This is an optimization exercise on Yosys and OpenROAD, whose aim is small area and a short achievable clock period, not a production implementation. Where RTL was checked, it was by simulation tests only, not by an equivalence proof against the original. Function not checked in runs 1 to 4: the RTL went through the layout flow alone.

File: config.mk
export PLATFORM = sky130hd
export DESIGN_NAME = uart_circle_area
export DESIGN_NICKNAME = uart_circle_area
export VERILOG_FILES = /design/flow/design.v
export SDC_FILE = /design/flow/constraint.sdc
export NUM_CORES = 4
export LEC_CHECK = 0
export ABC_AREA = 1
export CAP_MARGIN = 20
export CORE_MARGIN = 2
export CORE_UTILIZATION = 40
export SLEW_MARGIN = 20
export SYNTH_HIERARCHICAL = 1
File: constraint.sdc
create_clock -name core_clock -period 24.0 [get_ports {clock}]
set_input_delay 4.8000 -clock core_clock [delete_from_list [all_inputs] [get_ports {clock}]]
set_output_delay 4.8000 -clock core_clock [all_outputs]
set_load 0.01 [all_outputs]
File: design.v
module uart_circle_area (
  input         clock,
  input         reset,
  input         rx_i,
  output [7:0]  rx_data,
  output [31:0] area_o,
  output reg    rx_data_valid,
  output reg    rx_error
);
  localparam IDLE = 4'b0000, CHECK_STOP = 4'b0001, ERROR = 4'b0010;
  reg [3:0]  state;
  reg [7:0]  shift;
  reg [17:0] acc;
  reg [2:0]  vg;
  wire       in_data = state[3];
  wire [2:0] cnt     = state[2:0];
  wire       in_cs   = (state == CHECK_STOP);
  wire       in_idle = (state == IDLE);
  always @(posedge clock) begin
    if (reset) begin
      state <= IDLE;
      shift <= 8'd0;
      rx_data_valid <= 1'b0;
      vg <= 3'b000;
      rx_error <= 1'b0;
    end else begin
      rx_error <= (state == ERROR);
      rx_data_valid <= in_cs ? rx_i : (in_idle & rx_data_valid);
      vg[0] <= in_cs ? rx_i : (in_idle & vg[0]);
      vg[1] <= in_cs ? rx_i : (in_idle & vg[1]);
      vg[2] <= in_cs ? rx_i : (in_idle & vg[2]);
      if (in_data) begin
        shift <= {rx_i, shift[7:1]};
        state <= (cnt == 3'd7) ? CHECK_STOP : state + 4'd1;
      end else if (in_cs) begin
        state <= rx_i ? IDLE : ERROR;
      end else if (in_idle) begin
        if (!rx_i) state <= 4'b1000;
      end else begin
        if (rx_i) state <= IDLE;
      end
    end
  end
  wire [7:0] mask = {cnt != 3'd0, cnt > 3'd1, cnt > 3'd2, cnt > 3'd3,
                     cnt > 3'd4, cnt > 3'd5, cnt > 3'd6, 1'b0};
  wire [7:0] sp   = shift & mask;
  wire [6:0] ahi  = (cnt == 3'd0) ? 7'd0 : acc[17:11];
  wire [8:0] sum;
  wire [8:2] sc;
  assign sum[0] = ahi[0];
  assign sum[1] = ahi[1] ^ sp[1];
  assign sc[2]  = ahi[1] & sp[1];
  genvar gi;
  generate
    for (gi = 2; gi < 7; gi = gi + 1) begin : g_sadd
      kmul_fa u_fa (.a(ahi[gi]), .b(sp[gi]), .ci(sc[gi]), .s(sum[gi]), .co(sc[gi+1]));
    end
  endgenerate
  assign sum[7] = ~(sp[7] ^ sc[7]);
  assign sum[8] = sp[7] | sc[7];
  wire [17:0] area;
  wire [15:0] s = acc[17:2];
  wire s1 = s[12] ^ s[8];
  wire c2 = s[12] & s[8];
  wire s3 = s[13] ^ s[9];
  wire c4 = s[13] & s[9];
  wire s5, c6;
  kmul_fa u_s5 (.a(s[14]), .b(s[10]), .ci(s[7]), .s(s5), .co(c6));
  wire s7, c8;
  kmul_fa u_s7 (.a(s[15]), .b(s[11]), .ci(s[8]), .s(s7), .co(c8));
  wire s9 = s[12] ^ s[9];
  wire c10 = s[12] & s[9];
  wire s11 = s[13] ^ s[10];
  wire c12 = s[13] & s[10];
  wire s13 = s[14] ^ s[11];
  wire c14 = s[14] & s[11];
  wire s15 = s[15] ^ s[12];
  wire c16 = s[15] & s[12];
  wire s17 = s[15] ^ s[4];
  wire c18 = s[15] & s[4];
  wire s19 = s[7] ^ s[3];
  wire c20 = s[7] & s[3];
  wire s21 = s[8] ^ s[4];
  wire c22 = s[8] & s[4];
  wire s23, c24;
  kmul_fa u_s23 (.a(s[9]), .b(s[5]), .ci(s[2]), .s(s23), .co(c24));
  wire s25, c26;
  kmul_fa u_s25 (.a(s[10]), .b(s[6]), .ci(s[3]), .s(s25), .co(c26));
  wire s27, c28;
  kmul_fa u_s27 (.a(s[11]), .b(s[7]), .ci(s[4]), .s(s27), .co(c28));
  wire s29, c30;
  kmul_fa u_s29 (.a(s[5]), .b(s[0]), .ci(s1), .s(s29), .co(c30));
  wire s31, c32;
  kmul_fa u_s31 (.a(s[6]), .b(s3), .ci(c2), .s(s31), .co(c32));
  wire s33, c34;
  kmul_fa u_s33 (.a(s[2]), .b(s5), .ci(c4), .s(s33), .co(c34));
  wire s35, c36;
  kmul_fa u_s35 (.a(s[3]), .b(s7), .ci(c6), .s(s35), .co(c36));
  wire s37, c38;
  kmul_fa u_s37 (.a(s[4]), .b(s9), .ci(c8), .s(s37), .co(c38));
  wire s39, c40;
  kmul_fa u_s39 (.a(s[5]), .b(s11), .ci(c10), .s(s39), .co(c40));
  wire s41, c42;
  kmul_fa u_s41 (.a(s[6]), .b(s13), .ci(c12), .s(s41), .co(c42));
  wire s43, c44;
  kmul_fa u_s43 (.a(s[7]), .b(s15), .ci(c14), .s(s43), .co(c44));
  wire s45, c46;
  kmul_fa u_s45 (.a(s[13]), .b(s[8]), .ci(c16), .s(s45), .co(c46));
  wire s47 = s[14] ^ s[9];
  wire c48 = s[14] & s[9];
  wire s49 = s[15] ^ s[10];
  wire c50 = s[15] & s[10];
  wire s51 = s[13] ^ s[2];
  wire c52 = s[13] & s[2];
  wire s53 = s[12] ^ s[14];
  wire c54 = ~s[12] & s[14];
  wire s55, c56;
  kmul_fa u_s55 (.a(~s[13]), .b(s[0]), .ci(s17), .s(s55), .co(c56));
  wire s57, c58;
  kmul_fa u_s57 (.a(~s[14]), .b(s[5]), .ci(c18), .s(s57), .co(c58));
  wire s59, c60;
  kmul_fa u_s59 (.a(~s[15]), .b(s[6]), .ci(s[2]), .s(s59), .co(c60));
  wire s61, c62;
  kmul_fa u_s61 (.a(1'b1), .b(s[0]), .ci(s19), .s(s61), .co(c62));
  wire s63, c64;
  kmul_fa u_s63 (.a(1'b1), .b(s21), .ci(c20), .s(s63), .co(c64));
  wire s65, c66;
  kmul_fa u_s65 (.a(1'b1), .b(s23), .ci(c22), .s(s65), .co(c66));
  wire s67, c68;
  kmul_fa u_s67 (.a(~s[0]), .b(s25), .ci(c24), .s(s67), .co(c68));
  wire s69, c70;
  kmul_fa u_s69 (.a(1'b1), .b(s27), .ci(c26), .s(s69), .co(c70));
  wire s71, c72;
  kmul_fa u_s71 (.a(~s[2]), .b(s29), .ci(c28), .s(s71), .co(c72));
  wire s73, c74;
  kmul_fa u_s73 (.a(~s[3]), .b(s31), .ci(c30), .s(s73), .co(c74));
  wire s75, c76;
  kmul_fa u_s75 (.a(~s[4]), .b(s33), .ci(c32), .s(s75), .co(c76));
  wire s77, c78;
  kmul_fa u_s77 (.a(~s[5]), .b(s35), .ci(c34), .s(s77), .co(c78));
  wire s79, c80;
  kmul_fa u_s79 (.a(~s[6]), .b(s37), .ci(c36), .s(s79), .co(c80));
  wire s81, c82;
  kmul_fa u_s81 (.a(~s[7]), .b(s39), .ci(c38), .s(s81), .co(c82));
  wire s83, c84;
  kmul_fa u_s83 (.a(~s[8]), .b(s41), .ci(c40), .s(s83), .co(c84));
  wire s85, c86;
  kmul_fa u_s85 (.a(~s[9]), .b(s43), .ci(c42), .s(s85), .co(c86));
  wire s87, c88;
  kmul_fa u_s87 (.a(~s[10]), .b(s45), .ci(c44), .s(s87), .co(c88));
  wire s89, c90;
  kmul_fa u_s89 (.a(~s[11]), .b(s47), .ci(c46), .s(s89), .co(c90));
  wire s91, c92;
  kmul_fa u_s91 (.a(~s[12]), .b(s49), .ci(c48), .s(s91), .co(c92));
  wire s93, c94;
  kmul_fa u_s93 (.a(~s[13]), .b(s[11]), .ci(c50), .s(s93), .co(c94));
  wire s95 = s[14] ^ s[12];
  wire c96 = ~s[14] & s[12];
  wire s97 = s[15] ^ s[13];
  wire c98 = ~s[15] & s[13];
  wire p99 = s[9] ^ s[11];
  wire g100 = ~s[9] & s[11];
  wire p101 = s53 ^ c52;
  wire g102 = ~s53 & c52;
  wire p103 = s55 ^ c54;
  wire g104 = s55 & c54;
  wire p105 = s57 ^ c56;
  wire g106 = s57 & c56;
  wire p107 = s59 ^ c58;
  wire g108 = s59 & c58;
  wire p109 = s61 ^ c60;
  wire g110 = s61 & c60;
  wire p111 = s63 ^ c62;
  wire g112 = s63 & c62;
  wire p113 = s65 ^ c64;
  wire g114 = s65 & c64;
  wire p115 = s67 ^ c66;
  wire g116 = s67 & c66;
  wire p117 = s69 ^ c68;
  wire g118 = s69 & c68;
  wire p119 = s71 ^ c70;
  wire g120 = s71 & c70;
  wire p121 = s73 ^ c72;
  wire g122 = s73 & c72;
  wire p123 = s75 ^ c74;
  wire g124 = s75 & c74;
  wire p125 = s77 ^ c76;
  wire g126 = s77 & c76;
  wire p127 = s79 ^ c78;
  wire g128 = s79 & c78;
  wire p129 = s81 ^ c80;
  wire g130 = s81 & c80;
  wire p131 = s83 ^ c82;
  wire g132 = s83 & c82;
  wire p133 = s85 ^ c84;
  wire g134 = s85 & c84;
  wire p135 = s87 ^ c86;
  wire g136 = s87 & c86;
  wire p137 = s89 ^ c88;
  wire g138 = s89 & c88;
  wire p139 = s91 ^ c90;
  wire g140 = s91 & c90;
  wire p141 = s93 ^ c92;
  wire g142 = s93 & c92;
  wire p143 = s95 ^ c94;
  wire g144 = ~s95 & c94;
  wire p145 = s97 ^ c96;
  wire g146 = ~s97 & c96;
  wire p147 = s[14] ^ c98;
  wire g148 = ~s[14] & c98;
  wire p149 = s[15] ^ s[14];
  wire g150 = ~s[15] & s[14];
  wire G151 = g100 | (~p99 & ~s[8]);
  wire P152 = ~p99 & s[8];
  wire G153 = ~s[10] & G151;
  wire P154 = ~s[10] & P152;
  wire G155 = s51 | (~s51 & G153);
  wire P156 = ~s51 & P154;
  wire G157 = g102 | (~p101 & G155);
  wire P158 = ~p101 & P156;
  wire G159 = g104 | (p103 & G157);
  wire P160 = p103 & P158;
  wire G161 = g106 | (p105 & G159);
  wire P162 = p105 & P160;
  wire G163 = g108 | (p107 & G161);
  wire P164 = p107 & P162;
  wire G165 = g110 | (p109 & G163);
  wire P166 = p109 & P164;
  wire G167 = g112 | (p111 & G165);
  wire P168 = p111 & P166;
  wire G169 = g114 | (p113 & G167);
  wire P170 = p113 & P168;
  wire G171 = g116 | (p115 & G169);
  wire P172 = p115 & P170;
  wire G173 = g118 | (p117 & G171);
  wire P174 = p117 & P172;
  wire G175 = g122 | (p121 & g120);
  wire P176 = p121 & p119;
  wire G177 = g126 | (p125 & g124);
  wire P178 = p125 & p123;
  wire G179 = g130 | (p129 & g128);
  wire P180 = p129 & p127;
  wire G181 = g134 | (p133 & g132);
  wire P182 = p133 & p131;
  wire G183 = g138 | (p137 & g136);
  wire P184 = p137 & p135;
  wire G185 = g142 | (p141 & g140);
  wire P186 = p141 & p139;
  wire G187 = g146 | (~p145 & g144);
  wire P188 = ~p145 & ~p143;
  wire G189 = g150 | (~p149 & g148);
  wire P190 = ~p149 & ~p147;
  wire G191 = G175 | (P176 & G173);
  wire P192 = P176 & P174;
  wire G193 = G179 | (P180 & G177);
  wire P194 = P180 & P178;
  wire G195 = G183 | (P184 & G181);
  wire P196 = P184 & P182;
  wire G197 = G187 | (P188 & G185);
  wire P198 = P188 & P186;
  wire G199 = G193 | (P194 & G191);
  wire P200 = P194 & P192;
  wire G201 = G197 | (P198 & G195);
  wire P202 = P198 & P196;
  wire G203 = G201 | (P202 & G199);
  wire P204 = P202 & P200;
  wire G205 = G195 | (P196 & G199);
  wire P206 = P196 & P200;
  wire G207 = G177 | (P178 & G191);
  wire P208 = P178 & P192;
  wire G209 = G181 | (P182 & G199);
  wire P210 = P182 & P200;
  wire G211 = G185 | (P186 & G205);
  wire P212 = P186 & P206;
  wire G213 = G189 | (P190 & G203);
  wire P214 = P190 & P204;
  wire G215 = g120 | (p119 & G173);
  wire P216 = p119 & P174;
  wire G217 = g124 | (p123 & G191);
  wire P218 = p123 & P192;
  wire G219 = g128 | (p127 & G207);
  wire P220 = p127 & P208;
  wire G221 = g132 | (p131 & G199);
  wire P222 = p131 & P200;
  wire G223 = g136 | (p135 & G209);
  wire P224 = p135 & P210;
  wire G225 = g140 | (p139 & G205);
  wire P226 = p139 & P206;
  wire G227 = g144 | (~p143 & G211);
  wire P228 = ~p143 & P212;
  wire G229 = g148 | (~p147 & G203);
  wire P230 = ~p147 & P204;
  wire x231 = p115 ^ G169;
  wire x232 = p117 ^ G171;
  wire x233 = p119 ^ G173;
  wire x234 = p121 ^ G215;
  wire x235 = p123 ^ G191;
  wire x236 = p125 ^ G217;
  wire x237 = p127 ^ G207;
  wire x238 = p129 ^ G219;
  wire x239 = p131 ^ G199;
  wire x240 = p133 ^ G221;
  wire x241 = p135 ^ G209;
  wire x242 = p137 ^ G223;
  wire x243 = p139 ^ G205;
  wire x244 = p141 ^ G225;
  wire x245 = ~p143 ^ G211;
  wire x246 = ~p145 ^ G227;
  wire x247 = ~p147 ^ G203;
  wire x248 = ~p149 ^ G229;
  assign area = {x248, x247, x246, x245, x244, x243, x242, x241, x240, x239, x238, x237, x236, x235, x234, x233, x232, x231};
  wire [17:0] keep = in_cs ? area : acc;
  wire [8:0]  hi0  = in_data ? {2'b00, ahi} : keep[17:9];
  wire [8:0]  lo   = in_data ? acc[10:2] : keep[8:0];
  wire        take = in_data & rx_i;
  always @(posedge clock)
    acc <= {take ? sum : hi0, lo};
  assign rx_data = shift;
  assign area_o  = {14'd0, acc & {{6{vg[2]}}, {6{vg[1]}}, {6{vg[0]}}}};
endmodule
module kmul_fa(input a, input b, input ci, output s, output co);
  assign s  = a ^ b ^ ci;
  assign co = (a & b) | (a & ci) | (b & ci);
endmodule
File: flow/run.sh
#!/bin/bash
# The standard layout (the standard.sh: unchanged synthesis and steps) with
# two differences:
# - the port buffers that global placement puts on every input and output are
#   sky130_fd_sc_hd__buf_2 instead of the resizer's pick;
# - clock tree synthesis may put all 35 flip-flops in one sink cluster, uses
#   clkbuf_8 buffers and no dummy loads, so the tree is shallow.
cp standard.sh standard.sh.txt
export BUFFER_PORTS_ARGS="-buffer_cell sky130_fd_sc_hd__buf_2"
export CTS_ARGS="-sink_clustering_enable -repair_clock_nets -sink_clustering_size 64 -sink_clustering_max_diameter 400 -buf_list sky130_fd_sc_hd__clkbuf_8 -root_buf sky130_fd_sc_hd__clkbuf_8 -dont_use_dummy_load"
bash standard.sh > standard.log 2>&1
File: standard.sh
#!/bin/bash
# synth_recipe.tcl (not shown) runs the flow's synth.tcl, then flattens the netlist and writes it again
# the make line also repeats each setting of config.mk as NAME=value (left out here)
make -C /OpenROAD-flow-scripts/flow DESIGN_CONFIG=/design/flow/config.mk WORK_HOME=/design/flow/orfs CLKGATE_MAP_FILE= SYNTH_SCRIPT=/design/flow/synth_recipe.tcl "${@:-finish}"
==> tab_implementation.tex, run 1 <==
\begin{tabular}{lr}
\hline
Metric & Value \\
\hline
\multicolumn{2}{l}{\textbf{Layout}} \\
Number of nets in the layout & $\sim$530 \\
FILL cells & roughly 900 \\
Area growth syn-to-layout & 7.887\% \\
Antenna Diode Count & 0 \\
Layout cell share with drive strength beyond 1 & 0.1395 \\
Area occupied by registers & about 900 sq um \\
Area used by multi-input combinational logic & 2537 sq um \\
Finished Cell Area & $\sim$4000 sq um \\
\multicolumn{2}{l}{\textbf{Clock network}} \\
Clock input transition at the sequential cells of the worst setup and hold paths & roughly 0.080 ns \\
Num Clock Sinks & 35 \\
CTS tree & built \\
Depth of the CTS H-tree & 2 \\
Master cell of the clock root buffer & clkbuf\_8 \\
Number of post-CTS setup repair buffers & 0 \\
Clock buffer count from CTS & 5 \\
Insertion delay to the later sink of the worst-skew pair & slightly below 0.3 ns \\
Count of hold-fix buffers inserted at cts & 0 \\
Max Root-Sink Buffers & 2 \\
Post-CTS resize count & 0 \\
\multicolumn{2}{l}{\textbf{Setup path}} \\
Arrival time of data at the critical path endpoint & roughly 1.2 ns \\
Path type of the worst setup path & reg2out \\
Worst setup SP type & register \\
Slowest cell on the critical path & edfxtp\_1 \\
Largest stage delay on the critical path & $\sim$0.58 ns \\
Critical-path maximum fanout & 7 \\
Worst-case register-to-register setup slack & 19.07 ns \\
Worst Path Buf+Inv & 2 \\
Crit-path leading delay family & flip-flops \\
Crit. End Element & output port \\
Crit path required time & 19.20 ns \\
Worst-path cell chain & nand2\_1, inv\_1, buf\_2 \\
\multicolumn{2}{l}{\textbf{Logic synthesis}} \\
Mapped cell area & 3712 sq um \\
Seq/Total Area, Yosys & 0.2373 \\
Post-synthesis average cell area & roughly 9.3 sq um \\
Post-synthesis cell type count & 37 \\
Synth Instances & around 400 \\
Number of synthesis warnings & 7 \\
Synthesized flop and latch total & 35 \\
\multicolumn{2}{l}{\textbf{STA}} \\
Clk\_skew & about 0.018 ns \\
Final critical delay including setup and external delays & just under 6 ns \\
Slew Limit Fails & 0 \\
Number of endpoints with negative hold slack in the final report & 0 \\
Slew margin rel. & 0.6491 \\
Slew at the pin closest to its max-slew limit & approximately 0.53 ns \\
Total Negative Setup Slacks & 0 ns \\
Max Clock Freq & between 0.15 and 0.2 GHz \\
Ratio of final minimum period to clock period & 0.2486 \\
Unrepaired setup endpoints after global routing & no \\
Number of failing setup endpoints in the final timing report & 0 \\
\multicolumn{2}{l}{\textbf{Routing}} \\
Post-detailed-routing wire length & around 7800 um \\
Uppermost layer routed & met4 \\
Residual antenna-violating net count after detailed routing & 0 \\
Detailed-route DRC error count & 0 \\
DRT Pass-1 Iters & 4 \\
Wire length on met3 & between 200 and 250 um \\
Vias/cell & between 4 and 5 \\
Total via count in the routed design & 2649 \\
Number of design-rule violations left by the first detailed-router iteration & 99 \\
Wire length per cell after detailed routing & 14.41 um \\
Detailed-routing wirelength on met1 & 3461 um \\
Metal2 WL & a little over 4000 um \\
\multicolumn{2}{l}{\textbf{Die}} \\
Die height & about 100 um \\
Die X & approximately 100 um \\
Initial core utilization & 0.4076 \\
DIE AREA & approximately 10000 sq um \\
Boundary Pins & 45 \\
Total core area & 9109 sq um \\
Rows & 35 \\
\multicolumn{2}{l}{\textbf{Placed design}} \\
Count of input and output buffers & 30 \\
Final HPWL from detailed placement & $\sim$6300 um \\
Cell area after placement & slightly below 4000 sq um \\
Final RePlAce weighted congestion & about 0.89 \\
\multicolumn{2}{l}{\textbf{Job}} \\
Total of max-cap violations & 0 \\
\multicolumn{2}{l}{\textbf{Global routing}} \\
All-layer global routing usage & 0.1697 \\
Vias in the first global route & approximately 2700 \\
Initial antenna violation count & 0 \\
Wire length of the first global-routing pass & 13590 um \\
Largest net degree at the start of global routing & 29 \\
Overflow after GRT & 0 \\
\multicolumn{2}{l}{\textbf{Outcome}} \\
Result of the run & no timing/DRC/antenna violations \\
\multicolumn{2}{l}{\textbf{Min path}} \\
Classification of the worst-slack hold path & reg2reg \\
\hline
\end{tabular}
worst register-to-register path, delay by kind of cell (launching register included):
family          cells  cell delay [ns]
compound gates      1             0.08
simple gates       24             1.76
fa+ha+maj           6             2.32
flops               1             0.55
cell usage after synthesis, drive strengths merged:
| library cell | count | area [sq um] |
|---|---|---|
| nand4 | 1 | 6.260 |
| a21boi | 1 | 7.510 |
| mux2 | 1 | 11.26 |
| nor2 | 26 | 100.1 |
| buf | 19 | 125.1 |
| a21oi | 15 | 75.07 |
| nor3b | 1 | 7.510 |
| xnor2 | 8 | 70.07 |
| a21o | 1 | 7.510 |
| a211oi | 6 | 45.04 |
| nand2 | 92 | 362.8 |
| ha | 45 | 563.0 |
| nand3b | 1 | 7.510 |
| inv | 59 | 221.5 |
| fa | 49 | 980.9 |
| o211ai | 2 | 15.01 |
| dfxtp | 17 | 340.3 |
| nand3 | 10 | 70.07 |
| or2 | 2 | 12.52 |
| nor3 | 2 | 15.01 |
| a221oi | 2 | 23.77 |
| conb | 2 | 7.510 |
| edfxtp | 18 | 540.5 |
| clkbuf | 2 | 7.510 |
| a31o | 1 | 8.760 |
| o21ai | 16 | 80.08 |
per-layer routing:
metal	track usage	vias to the layer above
li1	-	1301
met1	0.2204	1298
met2	0.3036	43
met3	0.02855	7
met4	0.02529	0
met5	0	-
state kept, by name (all words and copies together) (netlist names):
name,count
acc,18
shift,8
state,4
vg,3
rx_data_valid,1
rx_error,1
modules after synthesis (local to each module, per instance):
module	cells inside	copies in the design	area (sq um)	flip-flops and latches
uart_circle_area	360	1	2932	35
kmul_fa	1	39	20.02	0
layout make-up:
cell class                 instances  share of cell area
tap                              111             0.03468
inverter                          59             0.05530
multi-input combinational        300              0.6336
clock buffer                       5             0.01718
timing repair buffer              31             0.03936
sequential                        35              0.2199
cells in the final DEF (no fill, tap or decap), drive strengths merged, types with 2 or more instances in the layout:
| master | Yosys | layout |
|---|---|---|
| o21ai | 16 | 16 |
| conb | 2 | 18 |
| a21oi | 15 | 15 |
| inv | 59 | 59 |
| buf | 19 | 31 |
| ha | 45 | 45 |
| nor2 | 26 | 26 |
| nand3 | 10 | 10 |
| or2 | 2 | 2 |
| xnor2 | 8 | 8 |
| clkbuf | 2 | 5 |
| fa | 49 | 49 |
| a221oi | 2 | 2 |
| edfxtp | 18 | 18 |
| nor3 | 2 | 2 |
| a211oi | 6 | 6 |
| nand2 | 92 | 92 |
| dfxtp | 17 | 17 |
| o211ai | 2 | 2 |
path summary, 6_finish.rpt:
| path | start | to | depth (start not counted) |
|---|---|---|---|
| max | acc[9]$_DFFE_PP_ | area_o[9] | 3 |
| min | shift[0]$_SDFFE_PP0P_ | shift[0]$_SDFFE_PP0P_ | 2 |
| max reg2reg | acc[6]$_DFFE_PP_ | acc[17]$_DFFE_PP_ | 31 |
| min reg2reg | shift[0]$_SDFFE_PP0P_ | shift[0]$_SDFFE_PP0P_ | 2 |
kinds of logic (layout without fill, tap and decap cells):
logic type               after synthesis  after routing  share of synthesized area
other                                  2             18                   0.002023
multiplexers                           1              1                   0.003033
buffers and inverters                 80             95                    0.09538
AND/OR/NAND/NOR                      135            135                     0.1567
XOR/XNOR                               8              8                    0.01888
AO/OA/AOI/OAI                         44             44                    0.07078
flip-flops                            35             35                     0.2373
adder cells (fa/ha/maj)               94             94                     0.4159
metrics by stage:
stage / hold slack [ns] / setup WS [ns] / instances / util
global route: 0.5086 / 17.95 / 541 / 0.4397
floorplan: 0.4833 / 18.42 / 415 / -
detailed placement: 0.4495 / 18.18 / 536 / 0.4321
CTS: 0.4632 / 18.01 / 541 / 0.4397
global placement: 0.4501 / 18.22 / 536 / 0.4321
finish: 0.4590 / 18.03 / 541 / 0.4397
==> inputs of run 2 (changes only) <==
--- a/config.mk
+++ b/config.mk
@@ -7,3 +7,3 @@
 export LEC_CHECK = 0
-export ABC_AREA = 1
+export ABC_AREA = 0
 export CAP_MARGIN = 20
==> tab_implementation.tex, run 2 <==
\begin{tabular}{lr}
\hline
Metric & Value \\
\hline
\multicolumn{2}{l}{\textbf{Outcome}} \\
Result of the run & no timing/DRC/antenna violations \\
\multicolumn{2}{l}{\textbf{Logic synthesis}} \\
Main area contributors after synthesis & fa\_1, ha\_1, edfxtp\_1 \\
Post-synthesis cell type count & between 40 and 50 \\
Post-synthesis average cell area & around 11 sq um \\
Seq/Total Area, Yosys & 0.2340 \\
Asr flop ratio synth & 0 \\
Mapped cell area & 3764 sq um \\
Post-synth top area share & 0.2606 \\
Synthesized flop and latch total & 35 \\
Number of synthesis warnings & 7 \\
Most common flop cell mapped by yosys & edfxtp\_1 \\
Area leader, netlist & fa\_1 \\
Most used standard cells in the synthesized netlist & fa\_1, ha\_1, a21oi\_1 \\
Synth Instances & around 350 \\
Number of flops mapped to enable cells by yosys & 18 \\
Top-count cell post-synth & fa\_1 \\
\multicolumn{2}{l}{\textbf{STA}} \\
Ratio of final minimum period to clock period & 0.2533 \\
Final critical delay including setup and external delays & $\sim$6 ns \\
Unrepaired setup endpoints after global routing & no \\
Number of endpoints with negative hold slack in the final report & 0 \\
Slew margin rel. & 0.2919 \\
Slew Limit Fails & 0 \\
Total Negative Setup Slacks & 0 ns \\
Clk\_skew & 0.007432 ns \\
Slew at the pin closest to its max-slew limit & $\sim$1.1 ns \\
Max Clock Freq & approximately 0.16 GHz \\
Number of failing setup endpoints in the final timing report & 0 \\
Min setup slack post-route & 17.92 ns \\
\multicolumn{2}{l}{\textbf{Setup path}} \\
Critical-path maximum fanout & 7 \\
Crit path required time & $\sim$19 ns \\
Number of cells traversed by the worst register-to-register path & 18 \\
Worst-case register-to-register setup slack & 18.32 ns \\
Crit. End Element & output port \\
Worst setup SP type & register \\
Path type of the worst setup path & reg2out \\
Arrival time of data at the critical path endpoint & between 1 and 1.5 ns \\
Reg2Reg Launch Point & acc[9]\$\_DFFE\_PP\_ \\
Capture point of the worst reg-to-reg path & acc[17]\$\_DFFE\_PP\_ \\
\multicolumn{2}{l}{\textbf{Die}} \\
Rows & 35 \\
Initial core utilization & 0.4093 \\
Total core area & between 9000 and 10000 sq um \\
Boundary Pins & 45 \\
DIE AREA & about 10000 sq um \\
Die height & 101 um \\
Die X & just over 100 um \\
\multicolumn{2}{l}{\textbf{Clock network}} \\
Insertion delay to the later sink of the worst-skew pair & 0.29 ns \\
Depth of the CTS H-tree & 2 \\
Master cell of the clock root buffer & clkbuf\_8 \\
Number of post-CTS setup repair buffers & 0 \\
Clock input transition at the sequential cells of the worst setup and hold paths & about 0.08 ns \\
Max Root-Sink Buffers & 2 \\
Post-CTS resize count & 0 \\
Num Clock Sinks & 35 \\
Count of hold-fix buffers inserted at cts & 0 \\
Clock buffer count from CTS & 5 \\
CTS tree & built \\
\multicolumn{2}{l}{\textbf{Routing}} \\
Total via count in the routed design & between 2000 and 3000 \\
Wire length per cell after detailed routing & between 15 and 20 um \\
Number of design-rule violations left by the first detailed-router iteration & 140 \\
Detailed-route DRC error count & 0 \\
DRT Pass-1 Iters & 4 \\
Post-detailed-routing wire length & 7839 um \\
Residual antenna-violating net count after detailed routing & 0 \\
Vias/cell & 5.168 \\
\multicolumn{2}{l}{\textbf{Layout}} \\
Commonest cells after routing, fill and taps aside & fa\_1, ha\_1, buf\_2 \\
Most common cell after layout, fill and taps aside & fa\_1 \\
Number of flip-flops in the largest register & 18 \\
Number of nets in the layout & 475 \\
Antenna Diode Count & 0 \\
Register with the most flip-flops & acc \\
Area growth syn-to-layout & 6.915\% \\
Registers with the most flip-flops & acc x18, shift x8, state x4 \\
Layout cell share with drive strength beyond 1 & 0.1303 \\
\multicolumn{2}{l}{\textbf{Global routing}} \\
All-layer global routing usage & 0.1691 \\
Largest net degree at the start of global routing & 50 \\
Initial antenna violation count & 0 \\
Wire length of the first global-routing pass & 13500 um \\
Overflow after GRT & 0 \\
Vias in the first global route & $\sim$2600 \\
\multicolumn{2}{l}{\textbf{Min path}} \\
Start point of the worst min-delay path & shift[0]\$\_SDFFE\_PP0P\_ \\
Sink of the worst hold path & shift[0]\$\_SDFFE\_PP0P\_ \\
Classification of the worst-slack hold path & reg2reg \\
Hold Path Cell Cnt & 2 \\
\multicolumn{2}{l}{\textbf{Placed design}} \\
Count of input and output buffers & 30 \\
Worst-case setup slack after placement & between 15 and 20 ns \\
Final RePlAce weighted congestion & approximately 0.81 \\
Final HPWL from detailed placement & 6050 um \\
\multicolumn{2}{l}{\textbf{Job}} \\
Total of max-cap violations & 0 \\
\hline
\end{tabular}
-- run 2: Yosys stat by module, one instance, submodules excluded --
module / cells inside / cell area (sq um) / flops+latches
uart_circle_area: 312 / 2983 / 35
kmul_fa: 1 / 20.02 / 0
-- run 2: cell type report --
cell class / count / area, sq um
well taps: 111 / 138.9
clock buffers: 5 / 68.82
fillers: 892 / 5172
multi-input cells: 284 / 2701
flip-flops and latches: 35 / 882.1
inverters: 22 / 82.58
repair buffers: 30 / 150.1
-- run 2: how the worst max path moves through the flow --
| stage | startpoint | to | slack [ns] | depth (start not counted) |
|---|---|---|---|---|
| global route | acc[9]$_DFFE_PP_ | acc[17]$_DFFE_PP_ | 17.83 | 18 |
| global placement | rx_i | acc[11]$_DFFE_PP_ | 18.12 | 4 |
| CTS | acc[8]$_DFFE_PP_ | area_o[8] | 17.91 | 2 |
| floorplan | rx_i | acc[15]$_DFFE_PP_ | 18.30 | 4 |
| detailed placement | rx_i | acc[15]$_DFFE_PP_ | 18.09 | 4 |
| finish | acc[8]$_DFFE_PP_ | area_o[8] | 17.92 | 2 |
-- run 2: logic make-up after synthesis --
family | synth area share
DFF | 0.2340
and+or+nand+nor | 0.1127
other | 0.001995
xor gates and xnor gates | 0.02095
muxes | 0.05353
buffers and inverters | 0.06416
adders and majority gates | 0.4102
AOI/OAI and AO/OA | 0.1024
-- run 2: routing by layer --
metal / wire length (um) / GRT usage / vias up
li1: - / - / 1226
met1: 3939 / 0.2492 / 1237
met2: 3613 / 0.2636 / 50
met3: 210 / 0.02150 / 4
met4: 76 / 0.04366 / 0
met5: 0 / 0 / -
-- run 2: critical path: stages, from the launching register on --
cell      delay (ns)
edfxtp_1        0.60
and2_1          0.26
buf_2           0.13
-- run 2: stage by stage --
step	instances	utilization	hold WS (ns)	instance area, sq um
after floorplan	367	-	0.5173	3824
after global placement	482	0.4301	0.4717	3955
after detailed placement	482	0.4301	0.4807	3955
after CTS	487	0.4376	0.5005	4024
after global routing	487	0.4376	0.5225	4024
final	487	0.4376	0.4975	4024
==> inputs of run 3 (changes only) <==
==> flow/run.sh (replaced) <==
#!/bin/bash
# The standard layout (the standard.sh: unchanged synthesis and steps) with
# these differences:
# - the port buffers that global placement puts on every input and output are
#   sky130_fd_sc_hd__buf_2 instead of the resizer's pick;
# - clock tree synthesis uses clkbuf_8 buffers and no dummy loads;
# - the tie-low cell that synthesis makes is not split into one cell per load
#   (SKIP_REPAIR_TIE_FANOUT), so the constant outputs share it.
cp standard.sh standard.sh.txt
export BUFFER_PORTS_ARGS="-buffer_cell sky130_fd_sc_hd__buf_2"
export CTS_ARGS="-sink_clustering_enable -repair_clock_nets -sink_clustering_size 64 -sink_clustering_max_diameter 400 -buf_list sky130_fd_sc_hd__clkbuf_8 -root_buf sky130_fd_sc_hd__clkbuf_8 -dont_use_dummy_load"
export SKIP_REPAIR_TIE_FANOUT=1
bash standard.sh > standard.log 2>&1
--- a/config.mk
+++ b/config.mk
@@ -7,3 +7,3 @@
 export LEC_CHECK = 0
-export ABC_AREA = 0
+export ABC_AREA = 1
 export CAP_MARGIN = 20
==> tab_implementation.tex, run 3 <==
\begin{tabular}{lr}
\hline
Metric & Value \\
\hline
\multicolumn{2}{l}{\textbf{Setup path}} \\
Worst-path cell chain & nand2\_1, inv\_1, buf\_2 \\
Worst setup SP type & register \\
Reg2Reg Launch Point & acc[6]\$\_DFFE\_PP\_ \\
Critical-path maximum fanout & 7 \\
Slowest cell on the critical path & edfxtp\_1 \\
Crit path required time & between 15 and 20 ns \\
Crit. End Element & output port \\
Number of cells traversed by the worst register-to-register path & 31 \\
Capture point of the worst reg-to-reg path & acc[17]\$\_DFFE\_PP\_ \\
Worst-case register-to-register setup slack & roughly 19 ns \\
Largest stage delay on the critical path & between 0.5 and 0.6 ns \\
Arrival time of data at the critical path endpoint & around 1.2 ns \\
Path type of the worst setup path & reg2out \\
\multicolumn{2}{l}{\textbf{Logic synthesis}} \\
Number of synthesis warnings & 7 \\
Top-count cell post-synth & nand2\_1 \\
Most used standard cells in the synthesized netlist & nand2\_1, fa\_1, inv\_1 \\
Most common flop cell mapped by yosys & edfxtp\_1 \\
Area leader, netlist & fa\_1 \\
Seq/Total Area, Yosys & 0.2373 \\
Number of flops mapped to enable cells by yosys & 18 \\
Main area contributors after synthesis & fa\_1, ha\_1, edfxtp\_1 \\
Synth Instances & $\sim$400 \\
Post-synth top area share & 0.2642 \\
Post-synthesis average cell area & 9.304 sq um \\
Mapped cell area & 3712 sq um \\
Asr flop ratio synth & 0 \\
Post-synthesis cell type count & 37 \\
Synthesized flop and latch total & 35 \\
\multicolumn{2}{l}{\textbf{STA}} \\
Slew margin rel. & 0.6348 \\
Total Negative Setup Slacks & 0 ns \\
Ratio of final minimum period to clock period & 0.2496 \\
Unrepaired setup endpoints after global routing & no \\
Min setup slack post-route & around 18 ns \\
Slew Limit Fails & 0 \\
Clk\_skew & about 0.017 ns \\
Slew at the pin closest to its max-slew limit & 0.5470 ns \\
Max Clock Freq & roughly 0.17 GHz \\
Number of endpoints with negative hold slack in the final report & 0 \\
Number of failing setup endpoints in the final timing report & 0 \\
Final critical delay including setup and external delays & 5.991 ns \\
\multicolumn{2}{l}{\textbf{Routing}} \\
Residual antenna-violating net count after detailed routing & 0 \\
DRT Pass-1 Iters & 4 \\
Number of design-rule violations left by the first detailed-router iteration & around 110 \\
Wire length per cell after detailed routing & 14.69 um \\
Post-detailed-routing wire length & between 7000 and 8000 um \\
Vias/cell & 4.930 \\
Detailed-route DRC error count & 0 \\
Total via count in the routed design & approximately 2600 \\
\multicolumn{2}{l}{\textbf{Die}} \\
Rows & 35 \\
Total core area & 9109 sq um \\
Die height & $\sim$100 um \\
Initial core utilization & 0.4076 \\
Die X & around 100 um \\
Boundary Pins & 45 \\
DIE AREA & roughly 10000 sq um \\
\multicolumn{2}{l}{\textbf{Clock network}} \\
Count of hold-fix buffers inserted at cts & 0 \\
Num Clock Sinks & 35 \\
Max Root-Sink Buffers & 2 \\
Number of post-CTS setup repair buffers & 0 \\
Insertion delay to the later sink of the worst-skew pair & 0.30 ns \\
Post-CTS resize count & 0 \\
Clock buffer count from CTS & 5 \\
CTS tree & built \\
Depth of the CTS H-tree & 2 \\
Master cell of the clock root buffer & clkbuf\_8 \\
Clock input transition at the sequential cells of the worst setup and hold paths & 0.08 ns \\
\multicolumn{2}{l}{\textbf{Layout}} \\
Layout cell share with drive strength beyond 1 & 0.1449 \\
Number of nets in the layout & 513 \\
Area growth syn-to-layout & 6.269\% \\
Filler-free cell count of the finished design & 525 \\
Commonest cells after routing, fill and taps aside & nand2\_1, inv\_1, fa\_1 \\
Final core occ & 0.4331 \\
FILL cells & 907 \\
Registers with the most flip-flops & acc x18, shift x8, state x4 \\
Number of flip-flops in the largest register & 18 \\
Antenna Diode Count & 0 \\
Most common cell after layout, fill and taps aside & nand2\_1 \\
Register with the most flip-flops & acc \\
\multicolumn{2}{l}{\textbf{Min path}} \\
Hold Path Cell Cnt & 2 \\
Sink of the worst hold path & shift[0]\$\_SDFFE\_PP0P\_ \\
Classification of the worst-slack hold path & reg2reg \\
Start point of the worst min-delay path & shift[0]\$\_SDFFE\_PP0P\_ \\
\multicolumn{2}{l}{\textbf{Global routing}} \\
Vias in the first global route & approximately 2700 \\
Wire length of the first global-routing pass & approximately 13000 um \\
Largest net degree at the start of global routing & 29 \\
Initial antenna violation count & 0 \\
All-layer global routing usage & 0.1685 \\
Overflow after GRT & 0 \\
\multicolumn{2}{l}{\textbf{Placed design}} \\
Count of placed standard cells including taps & 520 \\
Worst-case setup slack after placement & between 15 and 20 ns \\
Final RePlAce weighted congestion & 0.8974 \\
Final HPWL from detailed placement & $\sim$6300 um \\
Count of input and output buffers & 30 \\
\multicolumn{2}{l}{\textbf{Job}} \\
Total of max-cap violations & 0 \\
\multicolumn{2}{l}{\textbf{Outcome}} \\
Result of the run & no timing/DRC/antenna violations \\
\hline
\end{tabular}
run 3: cell types whose count changed in the layout (fill, tap and decap cells not counted), sizes merged, moves of 4 or more:
cell / change
mux2i: -10
and2: -18
a211oi: +4
inv: +37
a21o: -7
nand3: +8
nand2: +75
a21oi: -10
conb: -16
mux2: -8
nand2b: -5
run 3: worst max path at each step:
stage / start / to / slack [ns] / depth (start not counted)
6_report: acc[13]$_DFFE_PP_ / area_o[13] / 18.01 / 3
5_1_grt: acc[13]$_DFFE_PP_ / area_o[13] / 17.91 / 3
4_1_cts: acc[13]$_DFFE_PP_ / area_o[13] / 17.98 / 3
3_5_place_dp: rx_i / acc[11]$_DFFE_PP_ / 18.20 / 4
3_3_place_gp: rx_i / acc[11]$_DFFE_PP_ / 18.21 / 4
2_1_floorplan: rx_i / acc[11]$_DFFE_PP_ / 18.42 / 3
run 3: per-module statistics from Yosys, one instance, submodules excluded:
| module | area [sq um] | times used | cells |
|---|---|---|---|
| kmul_fa | 20.02 | 39 | 1 |
| uart_circle_area | 2932 | 1 | 360 |
run 3: final cells by class:
type,count,area (sq um),area share
multi-input combinational,284,2477,0.6280
sequential,35,880.8,0.2233
inverter,59,221.5,0.05614
timing repair buffer,31,157.7,0.03996
tap,111,138.9,0.03520
clock buffer,5,68.82,0.01744
run 3: through the flow:
step           area, sq um  hold slack, ns
4_1_cts               3945          0.4690
3_3_place_gp          3876          0.4481
6_report              3945          0.4644
3_5_place_dp          3876          0.4580
2_1_floorplan         3712          0.4833
5_1_grt               3945          0.4864
run 3: kinds of logic (layout without fill, tap and decap cells):
| family | Yosys count | count (layout) | synth area share |
|---|---|---|---|
| other | 2 | 2 | 0.002023 |
| adders and majority gates | 94 | 94 | 0.4159 |
| AOI/OAI and AO/OA | 44 | 44 | 0.07078 |
| and+or+nand+nor | 135 | 135 | 0.1567 |
| buffers and inverters | 80 | 95 | 0.09538 |
| xor gates and xnor gates | 8 | 8 | 0.01888 |
| muxes | 1 | 1 | 0.003033 |
| DFF | 35 | 35 | 0.2373 |
run 3: worst max-delay path: cells and delay by family, from the launching register on:
family | cells | cell delay [ns]
buffers and inverters | 2 | 0.17
flip-flops | 1 | 0.58
AND/OR/NAND/NOR | 1 | 0.14
run 3: metal layers:
| layer | vias up | GRT usage | share of wire |
|---|---|---|---|
| li1 | 1281 | - | - |
| met1 | 1256 | 0.2195 | 0.45 |
| met2 | 42 | 0.2974 | 0.51 |
| met3 | 9 | 0.02577 | 0.025 |
| met4 | 0 | 0.03583 | 0.012 |
| met5 | - | 0 | 0 |
==> inputs of run 4 (changes only) <==
--- a/design.v
+++ b/design.v
@@ -13,3 +13,3 @@
   reg [17:0] acc;
-  reg [2:0]  vg;
+  reg [1:0]  vg;
   wire       in_data = state[3];
@@ -23,3 +23,3 @@
       rx_data_valid <= 1'b0;
-      vg <= 3'b000;
+      vg <= 2'b00;
       rx_error <= 1'b0;
@@ -30,3 +30,2 @@
       vg[1] <= in_cs ? rx_i : (in_idle & vg[1]);
-      vg[2] <= in_cs ? rx_i : (in_idle & vg[2]);
       if (in_data) begin
@@ -236,26 +235,26 @@
   wire P174 = p117 & P172;
-  wire G175 = g122 | (p121 & g120);
-  wire P176 = p121 & p119;
-  wire G177 = g126 | (p125 & g124);
-  wire P178 = p125 & p123;
-  wire G179 = g130 | (p129 & g128);
-  wire P180 = p129 & p127;
-  wire G181 = g134 | (p133 & g132);
-  wire P182 = p133 & p131;
-  wire G183 = g138 | (p137 & g136);
-  wire P184 = p137 & p135;
-  wire G185 = g142 | (p141 & g140);
-  wire P186 = p141 & p139;
-  wire G187 = g146 | (~p145 & g144);
-  wire P188 = ~p145 & ~p143;
-  wire G189 = g150 | (~p149 & g148);
-  wire P190 = ~p149 & ~p147;
-  wire G191 = G175 | (P176 & G173);
-  wire P192 = P176 & P174;
-  wire G193 = G179 | (P180 & G177);
-  wire P194 = P180 & P178;
-  wire G195 = G183 | (P184 & G181);
-  wire P196 = P184 & P182;
-  wire G197 = G187 | (P188 & G185);
-  wire P198 = P188 & P186;
+  wire G175 = g120 | (p119 & G173);
+  wire P176 = p119 & P174;
+  wire G177 = g124 | (p123 & g122);
+  wire P178 = p123 & p121;
+  wire G179 = g128 | (p127 & g126);
+  wire P180 = p127 & p125;
+  wire G181 = g132 | (p131 & g130);
+  wire P182 = p131 & p129;
+  wire G183 = g136 | (p135 & g134);
+  wire P184 = p135 & p133;
+  wire G185 = g140 | (p139 & g138);
+  wire P186 = p139 & p137;
+  wire G187 = g144 | (~p143 & g142);
+  wire P188 = ~p143 & p141;
+  wire G189 = g148 | (~p147 & g146);
+  wire P190 = ~p147 & ~p145;
+  wire G191 = G177 | (P178 & G175);
+  wire P192 = P178 & P176;
+  wire G193 = G181 | (P182 & G179);
+  wire P194 = P182 & P180;
+  wire G195 = G185 | (P186 & G183);
+  wire P196 = P186 & P184;
+  wire G197 = G189 | (P190 & G187);
+  wire P198 = P190 & P188;
   wire G199 = G193 | (P194 & G191);
@@ -268,45 +267,43 @@
   wire P206 = P196 & P200;
-  wire G207 = G177 | (P178 & G191);
-  wire P208 = P178 & P192;
-  wire G209 = G181 | (P182 & G199);
-  wire P210 = P182 & P200;
-  wire G211 = G185 | (P186 & G205);
-  wire P212 = P186 & P206;
-  wire G213 = G189 | (P190 & G203);
-  wire P214 = P190 & P204;
-  wire G215 = g120 | (p119 & G173);
-  wire P216 = p119 & P174;
-  wire G217 = g124 | (p123 & G191);
-  wire P218 = p123 & P192;
-  wire G219 = g128 | (p127 & G207);
-  wire P220 = p127 & P208;
-  wire G221 = g132 | (p131 & G199);
-  wire P222 = p131 & P200;
-  wire G223 = g136 | (p135 & G209);
-  wire P224 = p135 & P210;
-  wire G225 = g140 | (p139 & G205);
-  wire P226 = p139 & P206;
-  wire G227 = g144 | (~p143 & G211);
-  wire P228 = ~p143 & P212;
-  wire G229 = g148 | (~p147 & G203);
-  wire P230 = ~p147 & P204;
-  wire x231 = p115 ^ G169;
-  wire x232 = p117 ^ G171;
-  wire x233 = p119 ^ G173;
-  wire x234 = p121 ^ G215;
-  wire x235 = p123 ^ G191;
-  wire x236 = p125 ^ G217;
-  wire x237 = p127 ^ G207;
-  wire x238 = p129 ^ G219;
-  wire x239 = p131 ^ G199;
-  wire x240 = p133 ^ G221;
-  wire x241 = p135 ^ G209;
-  wire x242 = p137 ^ G223;
-  wire x243 = p139 ^ G205;
-  wire x244 = p141 ^ G225;
-  wire x245 = ~p143 ^ G211;
-  wire x246 = ~p145 ^ G227;
-  wire x247 = ~p147 ^ G203;
-  wire x248 = ~p149 ^ G229;
-  assign area = {x248, x247, x246, x245, x244, x243, x242, x241, x240, x239, x238, x237, x236, x235, x234, x233, x232, x231};
+  wire G207 = G179 | (P180 & G191);
+  wire P208 = P180 & P192;
+  wire G209 = G183 | (P184 & G199);
+  wire P210 = P184 & P200;
+  wire G211 = G187 | (P188 & G205);
+  wire P212 = P188 & P206;
+  wire G213 = g122 | (p121 & G175);
+  wire P214 = p121 & P176;
+  wire G215 = g126 | (p125 & G191);
+  wire P216 = p125 & P192;
+  wire G217 = g130 | (p129 & G207);
+  wire P218 = p129 & P208;
+  wire G219 = g134 | (p133 & G199);
+  wire P220 = p133 & P200;
+  wire G221 = g138 | (p137 & G209);
+  wire P222 = p137 & P210;
+  wire G223 = g142 | (p141 & G205);
+  wire P224 = p141 & P206;
+  wire G225 = g146 | (~p145 & G211);
+  wire P226 = ~p145 & P212;
+  wire G227 = g150 | (~p149 & G203);
+  wire P228 = ~p149 & P204;
+  wire x229 = p115 ^ G169;
+  wire x230 = p117 ^ G171;
+  wire x231 = p119 ^ G173;
+  wire x232 = p121 ^ G175;
+  wire x233 = p123 ^ G213;
+  wire x234 = p125 ^ G191;
+  wire x235 = p127 ^ G215;
+  wire x236 = p129 ^ G207;
+  wire x237 = p131 ^ G217;
+  wire x238 = p133 ^ G199;
+  wire x239 = p135 ^ G219;
+  wire x240 = p137 ^ G209;
+  wire x241 = p139 ^ G221;
+  wire x242 = p141 ^ G205;
+  wire x243 = ~p143 ^ G223;
+  wire x244 = ~p145 ^ G211;
+  wire x245 = ~p147 ^ G225;
+  wire x246 = ~p149 ^ G203;
+  assign area = {x246, x245, x244, x243, x242, x241, x240, x239, x238, x237, x236, x235, x234, x233, x232, x231, x230, x229};
   wire [17:0] keep = in_cs ? area : acc;
@@ -318,3 +315,3 @@
   assign rx_data = shift;
-  assign area_o  = {14'd0, acc & {{6{vg[2]}}, {6{vg[1]}}, {6{vg[0]}}}};
+  assign area_o  = {14'd0, acc & {{6{rx_data_valid}}, {6{vg[1]}}, {6{vg[0]}}}};
 endmodule
==> tab_implementation.tex, run 4 <==
\begin{tabular}{lr}
\hline
Metric & Value \\
\hline
\multicolumn{2}{l}{\textbf{Layout}} \\
Registers with the most flip-flops & acc x18, shift x8, state x4 \\
Register with the most flip-flops & acc \\
Number of nets in the layout & about 520 \\
Number of flip-flops in the largest register & 18 \\
Most common cell after layout, fill and taps aside & nand2\_1 \\
Filler-free cell count of the finished design & 530 \\
Commonest cells after routing, fill and taps aside & nand2\_1, inv\_1, fa\_1 \\
Finished Cell Area & between 3000 and 4000 sq um \\
Antenna Diode Count & 0 \\
Area growth syn-to-layout & 5.587\% \\
Layout cell share with drive strength beyond 1 & 0.1146 \\
\multicolumn{2}{l}{\textbf{Routing}} \\
Residual antenna-violating net count after detailed routing & 0 \\
DRT Pass-1 Iters & 4 \\
Vias/cell & 4.925 \\
Wire length per cell after detailed routing & $\sim$14 um \\
Post-detailed-routing wire length & around 7500 um \\
Detailed-route DRC error count & 0 \\
Number of design-rule violations left by the first detailed-router iteration & 70 \\
Total via count in the routed design & around 2600 \\
\multicolumn{2}{l}{\textbf{Clock network}} \\
Clock input transition at the sequential cells of the worst setup and hold paths & 0.08 ns \\
CTS tree & built \\
Insertion delay to the later sink of the worst-skew pair & between 0.2 and 0.3 ns \\
Master cell of the clock root buffer & clkbuf\_8 \\
Max Root-Sink Buffers & 2 \\
Depth of the CTS H-tree & 2 \\
Count of hold-fix buffers inserted at cts & 0 \\
Num Clock Sinks & 34 \\
Post-CTS resize count & 0 \\
Number of post-CTS setup repair buffers & 0 \\
Clock buffer count from CTS & 5 \\
\multicolumn{2}{l}{\textbf{Logic synthesis}} \\
Number of synthesis warnings & 7 \\
Most common flop cell mapped by yosys & edfxtp\_1 \\
Asr flop ratio synth & 0 \\
Synth Area in Compound Gates & 0.07910 \\
Mapped cell area & roughly 3700 sq um \\
Multiplexer share of the synthesized area & 0 \\
Post-synth top area share & 0.2639 \\
Main area contributors after synthesis & fa\_1, ha\_1, edfxtp\_1 \\
Most used standard cells in the synthesized netlist & nand2\_1, inv\_1, fa\_1 \\
Post-synthesis cell type count & 39 \\
Adder and majority gate portion of the synthesized area & 0.4153 \\
Share of the synthesized netlist area taken by xor and xnor gates & 0.01414 \\
Seq/Total Area, Yosys & 0.2316 \\
Number of flops mapped to enable cells by yosys & 18 \\
Synthesized flop and latch total & 34 \\
Top-count cell post-synth & nand2\_1 \\
Post-synthesis average cell area & 9.133 sq um \\
Synth Instances & between 400 and 500 \\
Area share of and/or/nand/nor cells after synthesis & 0.1518 \\
Area leader, netlist & fa\_1 \\
Main combinational cell family by area after synthesis & adder cells \\
\multicolumn{2}{l}{\textbf{Die}} \\
Rows & 35 \\
DIE AREA & roughly 10000 sq um \\
Die height & roughly 100 um \\
Boundary Pins & 45 \\
Initial core utilization & 0.4081 \\
Die X & between 100 and 150 um \\
Total core area & a little over 9000 sq um \\
\multicolumn{2}{l}{\textbf{STA}} \\
Slew at the pin closest to its max-slew limit & 0.9099 ns \\
Worst hold slack & $\sim$0.48 ns \\
Total Negative Setup Slacks & 0 ns \\
Number of endpoints with negative hold slack in the final report & 0 \\
Clk\_skew & $\sim$0.015 ns \\
Number of failing setup endpoints in the final timing report & 0 \\
Unrepaired setup endpoints after global routing & no \\
Final critical delay including setup and external delays & between 5 and 6 ns \\
Ratio of final minimum period to clock period & 0.2486 \\
Slew Limit Fails & 0 \\
Max Clock Freq & $\sim$0.17 GHz \\
Slew margin rel. & 0.3927 \\
\multicolumn{2}{l}{\textbf{Placed design}} \\
Cell area after placement & 3856 sq um \\
Count of placed standard cells including taps & 525 \\
Count of input and output buffers & 30 \\
Final HPWL from detailed placement & $\sim$6000 um \\
Final RePlAce weighted congestion & just under 0.9 \\
\multicolumn{2}{l}{\textbf{Setup path}} \\
Path type of the worst setup path & reg2out \\
Worst Path Buf+Inv & 2 \\
Crit-path leading delay family & flip-flops \\
Number of cells traversed by the worst register-to-register path & 29 \\
Slowest cell on the critical path & edfxtp\_1 \\
Crit path required time & 19.20 ns \\
Critical-path maximum fanout & 7 \\
Worst setup SP type & register \\
Worst-path cell chain & nand2\_1, inv\_1, buf\_2 \\
Worst-case register-to-register setup slack & between 15 and 20 ns \\
Arrival time of data at the critical path endpoint & 1.17 ns \\
Crit. End Element & output port \\
Largest stage delay on the critical path & roughly 0.58 ns \\
Cell depth of the worst setup path & 3 \\
\multicolumn{2}{l}{\textbf{Global routing}} \\
Vias in the first global route & between 2000 and 3000 \\
Initial antenna violation count & 0 \\
All-layer global routing usage & 0.1627 \\
Wire length of the first global-routing pass & between 10000 and 15000 um \\
Overflow after GRT & 0 \\
Largest net degree at the start of global routing & 30 \\
\multicolumn{2}{l}{\textbf{Job}} \\
Total of max-cap violations & 0 \\
\multicolumn{2}{l}{\textbf{Min path}} \\
Classification of the worst-slack hold path & reg2reg \\
Hold Path Cell Cnt & 2 \\
\multicolumn{2}{l}{\textbf{Outcome}} \\
Result of the run & no timing/DRC/antenna violations \\
\hline
\end{tabular}
[run 4: cell count changes after synthesis, sizes merged, moves of 3 or more]
cell    before  now
o31ai        0    3
o21ai       16   11
nand3       10    7
a21oi       15   24
inv         59   65
o22ai        0    3
xnor2        8    5
a211oi       6    2
[run 4: worst paths after layout]
check / startpoint / endpoint
setup / recovery: acc[15]$_DFFE_PP_ / area_o[15]
hold / removal: shift[0]$_SDFFE_PP0P_ / shift[0]$_SDFFE_PP0P_
setup reg to reg: acc[17]$_DFFE_PP_ / acc[16]$_DFFE_PP_
hold reg to reg: shift[0]$_SDFFE_PP0P_ / shift[0]$_SDFFE_PP0P_
[run 4: kinds of logic after synthesis]
logic type	count (synthesis)
AO/OA/AOI/OAI	50
XOR/XNOR	6
AND/OR/NAND/NOR	133
flip-flops	34
buffers and inverters	88
other	2
adder cells (fa/ha/maj)	94
[run 4: tightest hold or removal path: cells and delay by family (launching register included)]
family	cells	cell delay, ns
flops	1	0.32
simple gates	1	0.06
compound gates	1	0.05
[run 4: cell type report]
cell class	count	area (sq um)
Fill cell	933	5184
Clock buffer	5	68.82
Sequential cell	34	860.8
Timing Repair Buffer	30	150.1
Tap cell	111	138.9
Inverter	65	244.0
Multi-Input combinational cell	285	2462
[run 4: per-layer routing]
layer	global-route usage	share of wire	vias to the layer above
li1	-	-	1299
met1	0.2032	0.44	1257
met2	0.2917	0.52	44
met3	0.02925	0.028	10
met4	0.03899	0.019	0
met5	0	0	-
[run 4: modules after synthesis (local to each module, per instance)]
| module | cell area, sq um | flip-flops and latches |
|---|---|---|
| kmul_fa | 20.02 | 0 |
| uart_circle_area | 2937 | 34 |
[run 4: per-stage QoR]
step	utilization	worst slack, ns
floorplan	-	18.50
global placement	0.4234	18.28
detailed placement	0.4234	18.26
CTS	0.4309	18.00
global route	0.4309	17.92
finish	0.4309	18.03
==> inputs of run 5 (changes only) <==
--- a/design.v
+++ b/design.v
@@ -237,54 +237,54 @@
   wire P176 = p119 & P174;
-  wire G177 = g124 | (p123 & g122);
-  wire P178 = p123 & p121;
-  wire G179 = g128 | (p127 & g126);
-  wire P180 = p127 & p125;
-  wire G181 = g132 | (p131 & g130);
-  wire P182 = p131 & p129;
-  wire G183 = g136 | (p135 & g134);
-  wire P184 = p135 & p133;
-  wire G185 = g140 | (p139 & g138);
-  wire P186 = p139 & p137;
-  wire G187 = g144 | (~p143 & g142);
-  wire P188 = ~p143 & p141;
-  wire G189 = g148 | (~p147 & g146);
-  wire P190 = ~p147 & ~p145;
-  wire G191 = G177 | (P178 & G175);
-  wire P192 = P178 & P176;
-  wire G193 = G181 | (P182 & G179);
-  wire P194 = P182 & P180;
-  wire G195 = G185 | (P186 & G183);
-  wire P196 = P186 & P184;
-  wire G197 = G189 | (P190 & G187);
-  wire P198 = P190 & P188;
-  wire G199 = G193 | (P194 & G191);
-  wire P200 = P194 & P192;
-  wire G201 = G197 | (P198 & G195);
-  wire P202 = P198 & P196;
-  wire G203 = G201 | (P202 & G199);
-  wire P204 = P202 & P200;
-  wire G205 = G195 | (P196 & G199);
-  wire P206 = P196 & P200;
-  wire G207 = G179 | (P180 & G191);
-  wire P208 = P180 & P192;
-  wire G209 = G183 | (P184 & G199);
-  wire P210 = P184 & P200;
-  wire G211 = G187 | (P188 & G205);
-  wire P212 = P188 & P206;
-  wire G213 = g122 | (p121 & G175);
-  wire P214 = p121 & P176;
-  wire G215 = g126 | (p125 & G191);
-  wire P216 = p125 & P192;
-  wire G217 = g130 | (p129 & G207);
-  wire P218 = p129 & P208;
-  wire G219 = g134 | (p133 & G199);
-  wire P220 = p133 & P200;
-  wire G221 = g138 | (p137 & G209);
-  wire P222 = p137 & P210;
-  wire G223 = g142 | (p141 & G205);
-  wire P224 = p141 & P206;
-  wire G225 = g146 | (~p145 & G211);
-  wire P226 = ~p145 & P212;
-  wire G227 = g150 | (~p149 & G203);
-  wire P228 = ~p149 & P204;
+  wire G177 = g122 | (p121 & G175);
+  wire P178 = p121 & P176;
+  wire G179 = g126 | (p125 & g124);
+  wire P180 = p125 & p123;
+  wire G181 = g130 | (p129 & g128);
+  wire P182 = p129 & p127;
+  wire G183 = g134 | (p133 & g132);
+  wire P184 = p133 & p131;
+  wire G185 = g138 | (p137 & g136);
+  wire P186 = p137 & p135;
+  wire G187 = g142 | (p141 & g140);
+  wire P188 = p141 & p139;
+  wire G189 = g146 | (~p145 & g144);
+  wire P190 = ~p145 & ~p143;
+  wire G191 = g150 | (~p149 & g148);
+  wire P192 = ~p149 & ~p147;
+  wire G193 = G179 | (P180 & G177);
+  wire P194 = P180 & P178;
+  wire G195 = G183 | (P184 & G181);
+  wire P196 = P184 & P182;
+  wire G197 = G187 | (P188 & G185);
+  wire P198 = P188 & P186;
+  wire G199 = G191 | (P192 & G189);
+  wire P200 = P192 & P190;
+  wire G201 = G195 | (P196 & G193);
+  wire P202 = P196 & P194;
+  wire G203 = G199 | (P200 & G197);
+  wire P204 = P200 & P198;
+  wire G205 = G203 | (P204 & G201);
+  wire P206 = P204 & P202;
+  wire G207 = G197 | (P198 & G201);
+  wire P208 = P198 & P202;
+  wire G209 = G181 | (P182 & G193);
+  wire P210 = P182 & P194;
+  wire G211 = G185 | (P186 & G201);
+  wire P212 = P186 & P202;
+  wire G213 = G189 | (P190 & G207);
+  wire P214 = P190 & P208;
+  wire G215 = g124 | (p123 & G177);
+  wire P216 = p123 & P178;
+  wire G217 = g128 | (p127 & G193);
+  wire P218 = p127 & P194;
+  wire G219 = g132 | (p131 & G209);
+  wire P220 = p131 & P210;
+  wire G221 = g136 | (p135 & G201);
+  wire P222 = p135 & P202;
+  wire G223 = g140 | (p139 & G211);
+  wire P224 = p139 & P212;
+  wire G225 = g144 | (~p143 & G207);
+  wire P226 = ~p143 & P208;
+  wire G227 = g148 | (~p147 & G213);
+  wire P228 = ~p147 & P214;
   wire x229 = p115 ^ G169;
@@ -293,16 +293,16 @@
   wire x232 = p121 ^ G175;
-  wire x233 = p123 ^ G213;
-  wire x234 = p125 ^ G191;
-  wire x235 = p127 ^ G215;
-  wire x236 = p129 ^ G207;
-  wire x237 = p131 ^ G217;
-  wire x238 = p133 ^ G199;
-  wire x239 = p135 ^ G219;
-  wire x240 = p137 ^ G209;
-  wire x241 = p139 ^ G221;
-  wire x242 = p141 ^ G205;
-  wire x243 = ~p143 ^ G223;
-  wire x244 = ~p145 ^ G211;
-  wire x245 = ~p147 ^ G225;
-  wire x246 = ~p149 ^ G203;
+  wire x233 = p123 ^ G177;
+  wire x234 = p125 ^ G215;
+  wire x235 = p127 ^ G193;
+  wire x236 = p129 ^ G217;
+  wire x237 = p131 ^ G209;
+  wire x238 = p133 ^ G219;
+  wire x239 = p135 ^ G201;
+  wire x240 = p137 ^ G221;
+  wire x241 = p139 ^ G211;
+  wire x242 = p141 ^ G223;
+  wire x243 = ~p143 ^ G207;
+  wire x244 = ~p145 ^ G225;
+  wire x245 = ~p147 ^ G213;
+  wire x246 = ~p149 ^ G227;
   assign area = {x246, x245, x244, x243, x242, x241, x240, x239, x238, x237, x236, x235, x234, x233, x232, x231, x230, x229};
==> tab_implementation.tex, run 5 <==
\begin{tabular}{lr}
\hline
Metric & Value \\
\hline
\multicolumn{2}{l}{\textbf{Outcome}} \\
Result of the run & no timing/DRC/antenna violations \\
\multicolumn{2}{l}{\textbf{Routing}} \\
DRT Pass-1 Iters & 4 \\
Number of design-rule violations left by the first detailed-router iteration & 98 \\
Wire length per cell after detailed routing & about 15 um \\
Detailed-route DRC error count & 0 \\
\multicolumn{2}{l}{\textbf{Logic synthesis}} \\
Seq/Total Area, Yosys & 0.2378 \\
Synth Instances & 388 \\
Synthesized flop and latch total & 34 \\
Number of flops mapped to enable cells by yosys & 18 \\
Number of synthesis warnings & 7 \\
Top-count cell post-synth & nand2\_1 \\
Asr flop ratio synth & 0 \\
Post-synthesis average cell area & $\sim$9.3 sq um \\
\multicolumn{2}{l}{\textbf{Min path}} \\
Start point of the worst min-delay path & shift[0]\$\_SDFFE\_PP0P\_ \\
Hold Path Cell Cnt & 2 \\
Classification of the worst-slack hold path & reg2reg \\
Sink of the worst hold path & shift[0]\$\_SDFFE\_PP0P\_ \\
\multicolumn{2}{l}{\textbf{Placed design}} \\
Cell area after placement & between 3000 and 4000 sq um \\
Final RePlAce weighted congestion & about 0.93 \\
Count of input and output buffers & 30 \\
Worst-case setup slack after placement & $\sim$18 ns \\
\multicolumn{2}{l}{\textbf{Setup path}} \\
Reg2Reg Launch Point & acc[17]\$\_DFFE\_PP\_ \\
Number of cells traversed by the worst register-to-register path & 33 \\
Worst-path cell chain & nand2\_1, inv\_1, buf\_2 \\
Slowest cell on the critical path & edfxtp\_1 \\
Worst Path Buf+Inv & 2 \\
\multicolumn{2}{l}{\textbf{Clock network}} \\
Insertion delay to the later sink of the worst-skew pair & 0.30 ns \\
Count of hold-fix buffers inserted at cts & 0 \\
Number of post-CTS setup repair buffers & 0 \\
Clock buffer count from CTS & 5 \\
Depth of the CTS H-tree & 2 \\
\multicolumn{2}{l}{\textbf{STA}} \\
Number of endpoints with negative hold slack in the final report & 0 \\
Final critical delay including setup and external delays & roughly 6.0 ns \\
Slew margin rel. & 0.6327 \\
Max Clock Freq & $\sim$0.17 GHz \\
Clk\_skew & approximately 0.016 ns \\
Slew Limit Fails & 0 \\
\multicolumn{2}{l}{\textbf{Global routing}} \\
Overflow after GRT & 0 \\
Largest net degree at the start of global routing & 32 \\
All-layer global routing usage & 0.1719 \\
\multicolumn{2}{l}{\textbf{Die}} \\
Boundary Pins & 45 \\
Rows & 34 \\
\multicolumn{2}{l}{\textbf{Job}} \\
Total of max-cap violations & 0 \\
\multicolumn{2}{l}{\textbf{Layout}} \\
Area growth syn-to-layout & 6.499\% \\
Antenna Diode Count & 0 \\
\hline
\end{tabular}
==> run 5: changes by cell type after synthesis, moves of 3 or more <==
cell / previous run / this run
a21oi_1: 23 / 15
inv_1: 65 / 57
nand2_2: 2 / 5
nand3_1: 3 / 6
o21ai_0: 10 / 15
o22ai_1: 3 / 0
o31ai_1: 3 / 0
==> run 5: layout make-up <==
| class | count | area, sq um | area share |
|---|---|---|---|
| multi-input cells | 275 | 2407 | 0.6245 |
| flip-flops and latches | 34 | 860.8 | 0.2233 |
| inverters | 58 | 217.7 | 0.05648 |
| repair buffers | 32 | 165.2 | 0.04284 |
| well taps | 108 | 135.1 | 0.03505 |
| clock buffers | 5 | 68.82 | 0.01785 |
==> run 5: Yosys stat by module (local to each module, per instance) <==
module            cell area, sq um  times used
uart_circle_area              2839           1
kmul_fa                      20.02          39
==> run 5: worst max path at each step <==
stage,from,end,slack [ns],cells past startpoint
finish,acc[13]$_DFFE_PP_,area_o[13],17.98,3
global route,acc[13]$_DFFE_PP_,area_o[13],17.88,3
CTS,acc[13]$_DFFE_PP_,area_o[13],17.98,3
detailed placement,acc[7]$_DFFE_PP_,area_o[7],18.29,3
global placement,acc[13]$_DFFE_PP_,area_o[13],18.28,3
floorplan,acc[7]$_DFFE_PP_,area_o[7],18.51,2
==> run 5: tightest hold or removal path, cell delays in order, from the launching register on <==
cell and delay (ns):
dfxtp_1 0.31, nand2_1 0.06, a21oi_1 0.05
==> run 5: kinds of logic after synthesis <==
kind of cell / after synthesis / synth area share
XOR/XNOR: 7 / 0.01694
other: 2 / 0.002075
AND/OR/NAND/NOR: 131 / 0.1517
flip-flops: 34 / 0.2378
adder cells (fa/ha/maj): 93 / 0.4252
AO/OA/AOI/OAI: 42 / 0.06913
buffers and inverters: 79 / 0.09713
==> run 5: routing by layer <==
layer  wire (um)  share of wire  track usage
met5           0              0            0
met4         112          0.014      0.04215
met3         326          0.042      0.02670
met2        3597           0.46       0.2843
met1        3760           0.48       0.2389

static timing again, ports no longer ideal:
Ports are ideal in the flow. The routed layouts listed here were re-timed in OpenROAD. Step 1 assumes that a clkbuf_16 drives the clock port and a buf_2 every other input. Step 2 moves the port delays by t, midway between the first and last clock arrival at a register: inputs arrive t later, outputs are due t later. That takes back most of the time a late clock gives input paths. a / b / c = no drivers / after step 1 / after step 2; a / b = the first two.
run	t (ns)	slack for setup (ns)	latest minus earliest clock arrival (ns)
run 1	0.312	18.033 / 18.002 / 18.156	0.018 / 0.018
run 2	0.320	17.921 / 17.888 / 18.075	0.008 / 0.007
run 3	0.321	18.009 / 17.979 / 18.192	0.017 / 0.017
run 4	0.310	18.033 / 18.005 / 18.241	0.015 / 0.015
run 5	0.322	17.977 / 17.943 / 18.265	0.017 / 0.016
After both steps setup and hold are still met in every run listed.
